This is an optimization exercise on Yosys and OpenROAD, whose aim is small area, a short achievable clock period and few clock cycles per item, not a production implementation. In this exercise RTL edits were held to simulation tests only and were not proved equivalent to the original. Power figures rest on the tool's default switching activity, not on a simulated workload.

v6:
## JAM
module JAM (
input CLK,
input RST,
output [2:0] W,
output [2:0] J,
input [6:0] Cost,
output [3:0] MatchCount,
output [9:0] MinCost,
output Valid );
export LEC_CHECK = 0
export CAP_MARGIN = 20
export CORE_MARGIN = 2
export CORE_UTILIZATION = 50
export CTS_CLUSTER_DIAMETER = 90
export CTS_CLUSTER_SIZE = 25
export SLEW_MARGIN = 20
create_clock -name core_clock -period 12.0 [get_ports {CLK}]
standard.sh (not shown) runs the stock make flow with config.mk's settings and CLKGATE_MAP_FILE= SYNTH_SCRIPT=/design/flow/synth_recipe.tcl, a recipe that flattens the netlist after the stock synthesis.
==> flow/flow/run.sh <==
#!/bin/bash
# Standard layout, except: the timing repair steps aim 8 ns above the required
# slack and work on the worst 5% of the endpoints below that, and the port
# buffers are buf_4 cells.
set -euo pipefail
export SETUP_SLACK_MARGIN=8
export TNS_END_PERCENT=5
export BUFFER_PORTS_ARGS="-buffer_cell sky130_fd_sc_hd__buf_4"
bash standard.sh > standard.log 2>&1
v6 did not stop at any stage, and its layout met the timing, DRC and antenna checks.
Testbench counts of v6, summed over its fixed seeds: cycles 804, jobs 12.
Edits applied to the flow inputs when going from v6 to v7:
- setting PLACE_DENSITY to 0.65 for the first time
- changing CORE_UTILIZATION from 50 to 45
==> flow/flow/run.sh <==
#!/bin/bash
# Standard layout, except: the timing repair steps aim 8.4 ns above the required
# slack and work on the worst 5% of the endpoints below that, and the port
# buffers are buf_4 cells.
set -euo pipefail
export SETUP_SLACK_MARGIN=8.4
export TNS_END_PERCENT=5
export BUFFER_PORTS_ARGS="-buffer_cell sky130_fd_sc_hd__buf_4"
bash standard.sh > standard.log 2>&1
==> comparison <==
- Cell type of the slowest stage on the worst timing path = sky130_fd_sc_hd__a311oi_4: v7; cell type of the slowest stage on the worst timing path = sky130_fd_sc_hd__dfxtp_1: v6
- As far as post-route setup TNS goes, v7 and v6 are indistinguishable; the numbers are identical.
- Compared with v6, v7 improves worst setup slack after layout.
- v7 — area enclosed by the die boundary 11% higher, v6 as reference
- For the area of the multi-input gates, v7 came in about 1.7% higher than v6 did.
- Delta (v7 minus v6): critical path depth increased by 2 relative to the old numbers, clock skew after layout saw an increase.
- Between v7 and v6, it is v7 whose non-clock buffer instance count of the final layout is higher, by 20%.


Starting RTL as in the previous note.
Design JAM, start of the top module:
module JAM (
input CLK,
input RST,
output [2:0] W,
output [2:0] J,
input [6:0] Cost,
output [3:0] MatchCount,
output [9:0] MinCost,
output Valid );
reg [6:0] cnt;
wire [5:0] q = cnt[5:0] - 6'd2;
wire run = (cnt >= 7'd2) && (cnt <= 7'd65);
wire [2:0] col = q[5:3];
wire [2:0] wk = q[2:0];
assign W = cnt[2:0];
assign J = cnt[5:3];
reg vr;
assign Valid = vr;
always @(posedge CLK or posedge RST)
  if (RST) vr <= 1'b0;
  else if (cnt == 7'd65) vr <= 1'b1;
always @(posedge CLK or posedge RST)
  if (RST) cnt <= 7'd0;
  else if (cnt != 7'd66) cnt <= cnt + 7'd1;
wire [5:0] qn = cnt[5:0] - 6'd1;
wire runn = (cnt >= 7'd1) && (cnt <= 7'd64);
wire selA = runn && !qn[3];
wire selB = runn && qn[3] && (qn[5:3] != 3'd7);
wire selZ = runn && (qn[5:3] == 3'd7);
reg [6:0] crA0;
always @(posedge CLK) crA0 <= selA ? Cost : 7'd0;
reg [6:0] crA1;
always @(posedge CLK) crA1 <= selA ? Cost : 7'h7f;
reg [6:0] crA2;
always @(posedge CLK) crA2 <= selA ? ~Cost : 7'd0;
reg [6:0] crA3;
always @(posedge CLK) crA3 <= selA ? ~Cost : 7'h7f;
reg [6:0] crB0;
always @(posedge CLK) crB0 <= selB ? Cost : 7'd0;
reg [6:0] crB1;
always @(posedge CLK) crB1 <= selB ? Cost : 7'h7f;
reg [6:0] crB2;
always @(posedge CLK) crB2 <= selB ? ~Cost : 7'd0;
reg [6:0] crB3;
always @(posedge CLK) crB3 <= selB ? ~Cost : 7'h7f;
reg [6:0] crZ;
always @(posedge CLK) crZ <= selZ ? Cost : 7'd0;
reg [7:0] act;
reg [7:0] fle;
always @(posedge CLK) act[0] <= runn && (qn[5:3] == 3'd0);
always @(posedge CLK) fle[0] <= (qn[2:0] <= 3'd0);
always @(posedge CLK) act[1] <= runn && (qn[5:3] == 3'd1);
always @(posedge CLK) fle[1] <= (qn[2:0] <= 3'd1);
always @(posedge CLK) act[2] <= runn && (qn[5:3] == 3'd2);
always @(posedge CLK) fle[2] <= (qn[2:0] <= 3'd2);
always @(posedge CLK) act[3] <= runn && (qn[5:3] == 3'd3);
always @(posedge CLK) fle[3] <= (qn[2:0] <= 3'd3);
  ...
Settings: LEC_CHECK=0, CAP_MARGIN=20, CORE_MARGIN=2, CORE_UTILIZATION=40, CTS_CLUSTER_DIAMETER=90, CTS_CLUSTER_SIZE=25, SLEW_MARGIN=20; clock period 12.0 ns.
==> flow/flow/run.sh <==
#!/bin/bash
# Standard layout, except: the timing repair steps aim 8.8 ns above the required
# slack and work on the worst 5% of the endpoints below that, and the port
# buffers are buf_4 cells.
set -euo pipefail
export SETUP_SLACK_MARGIN=8.8
export TNS_END_PERCENT=5
export BUFFER_PORTS_ARGS="-buffer_cell sky130_fd_sc_hd__buf_4"
bash standard.sh > standard.log 2>&1
Testbench counts at the start, summed over its fixed seeds: cycles 804, jobs 12.
Rerun with:
==> flow/flow/run.sh (replaced) <==
#!/bin/bash
# Standard layout, except: the timing repair steps aim 8 ns above the required
# slack and work on the worst 10% of the endpoints below that, and the port
# buffers are buf_4 cells.
set -euo pipefail
export SETUP_SLACK_MARGIN=8
export TNS_END_PERCENT=10
export BUFFER_PORTS_ARGS="-buffer_cell sky130_fd_sc_hd__buf_4"
bash standard.sh > standard.log 2>&1
- The changed run finished clean
- cell count hardly moves
- total power stays flat
- sequential power stays flat
- area after synthesis does not change
- clock skew grows by 14 ps
- combinational power stays flat
- final area grows slightly
- utilization grows by 0.27 points
- clock-buffer cell count grows by 1


JAM again, from the RTL that the note above started with.
==> flow/design.v (excerpt) <==
module JAM (
input CLK,
input RST,
output [2:0] W,
output [2:0] J,
input [6:0] Cost,
output [3:0] MatchCount,
output [9:0] MinCost,
output Valid );
==> flow/config.mk <==
export PLATFORM = sky130hd
export DESIGN_NAME = JAM
export DESIGN_NICKNAME = JAM
export VERILOG_FILES = /design/flow/design.v
export SDC_FILE = /design/flow/constraint.sdc
export NUM_CORES = 4
export LEC_CHECK = 0
export CAP_MARGIN = 20
export CORE_MARGIN = 2
export CORE_UTILIZATION = 40
export CTS_CLUSTER_DIAMETER = 90
export CTS_CLUSTER_SIZE = 25
export SLEW_MARGIN = 20
==> flow/constraint.sdc <==
create_clock -name core_clock -period 12.0 [get_ports {CLK}]
set_input_delay 2.4000 -clock core_clock [delete_from_list [all_inputs] [get_ports {CLK}]]
set_output_delay 2.4000 -clock core_clock [all_outputs]
set_load 0.01 [all_outputs]
==> flow/flow/run.sh <==
#!/bin/bash
# Standard layout, except: the timing repair steps aim 8.4 ns above the required
# slack and work on the worst 5% of the endpoints below that, and the port
# buffers are buf_4 cells.
set -euo pipefail
export SETUP_SLACK_MARGIN=8.4
export TNS_END_PERCENT=5
export BUFFER_PORTS_ARGS="-buffer_cell sky130_fd_sc_hd__buf_4"
bash standard.sh > standard.log 2>&1
Testbench counts at the start, summed over its fixed seeds: cycles 804, jobs 12.
Change:
==> flow/flow/run.sh (replaced) <==
#!/bin/bash
# Standard layout, except: the timing repair steps aim 8 ns above the required
# slack and work on the worst 5% of the endpoints below that, and the port
# buffers are buf_4 cells.
set -euo pipefail
export SETUP_SLACK_MARGIN=8
export TNS_END_PERCENT=5
export BUFFER_PORTS_ARGS="-buffer_cell sky130_fd_sc_hd__buf_4"
bash standard.sh > standard.log 2>&1
Area after synthesis does not change.
Clock-buffer cell count is higher by 3.
Sequential power is about the same.
Core utilization goes down by 0.64 points.
Non-clock buffer count came out lower by 82.
Power drops by 1.5%.
Worst setup slack got worse by 85 ps.
Global-route usage climbs by 0.20 points.
Sequential share of layout area came out higher by 0.39 points.
Die area is unchanged.

re-timing with driven ports:
The flow's constraints put no driver on any port. The routed layouts listed below were extracted and timed again, unchanged, in two steps.
Step 1: set_driving_cell puts a clkbuf_16 on CLK and a buf_2 on each other input, an assumption about the parent block.
Step 2 moves the port delays by t, midway between the first and last clock arrival at a register: inputs arrive t later, outputs are due t later. That takes back most of the time a late clock gives input paths.
Three values: ideal, step 1, step 2; two values: the first two.
| run | shift t [ns] | slack for setup (ns) | latest minus earliest clock arrival (ns) | worst slew at a driven data input, ns | pins driven straight from the clock port |
|---|---|---|---|---|---|
| v6 | 0.947 | 7.511 / 7.511 / 7.511 | 0.052 / 0.052 | 0.03 | 1 |
| v7 | 0.933 | 7.626 / 7.626 / 7.626 | 0.057 / 0.057 | 0.03 | 1 |
| the first run of note 2 | 0.939 | 7.643 / 7.643 / 7.643 | 0.054 / 0.054 | 0.03 | 1 |
| the second run of note 2 | 0.930 | 7.676 / 7.676 / 7.676 | 0.068 / 0.069 | 0.03 | 1 |
| the first run of note 3 | 0.939 | 7.694 / 7.694 / 7.694 | 0.055 / 0.056 | 0.03 | 1 |
| the second run of note 3 | 0.926 | 7.609 / 7.609 / 7.609 | 0.075 / 0.075 | 0.03 | 1 |
After both steps setup and hold are still met in every run listed.
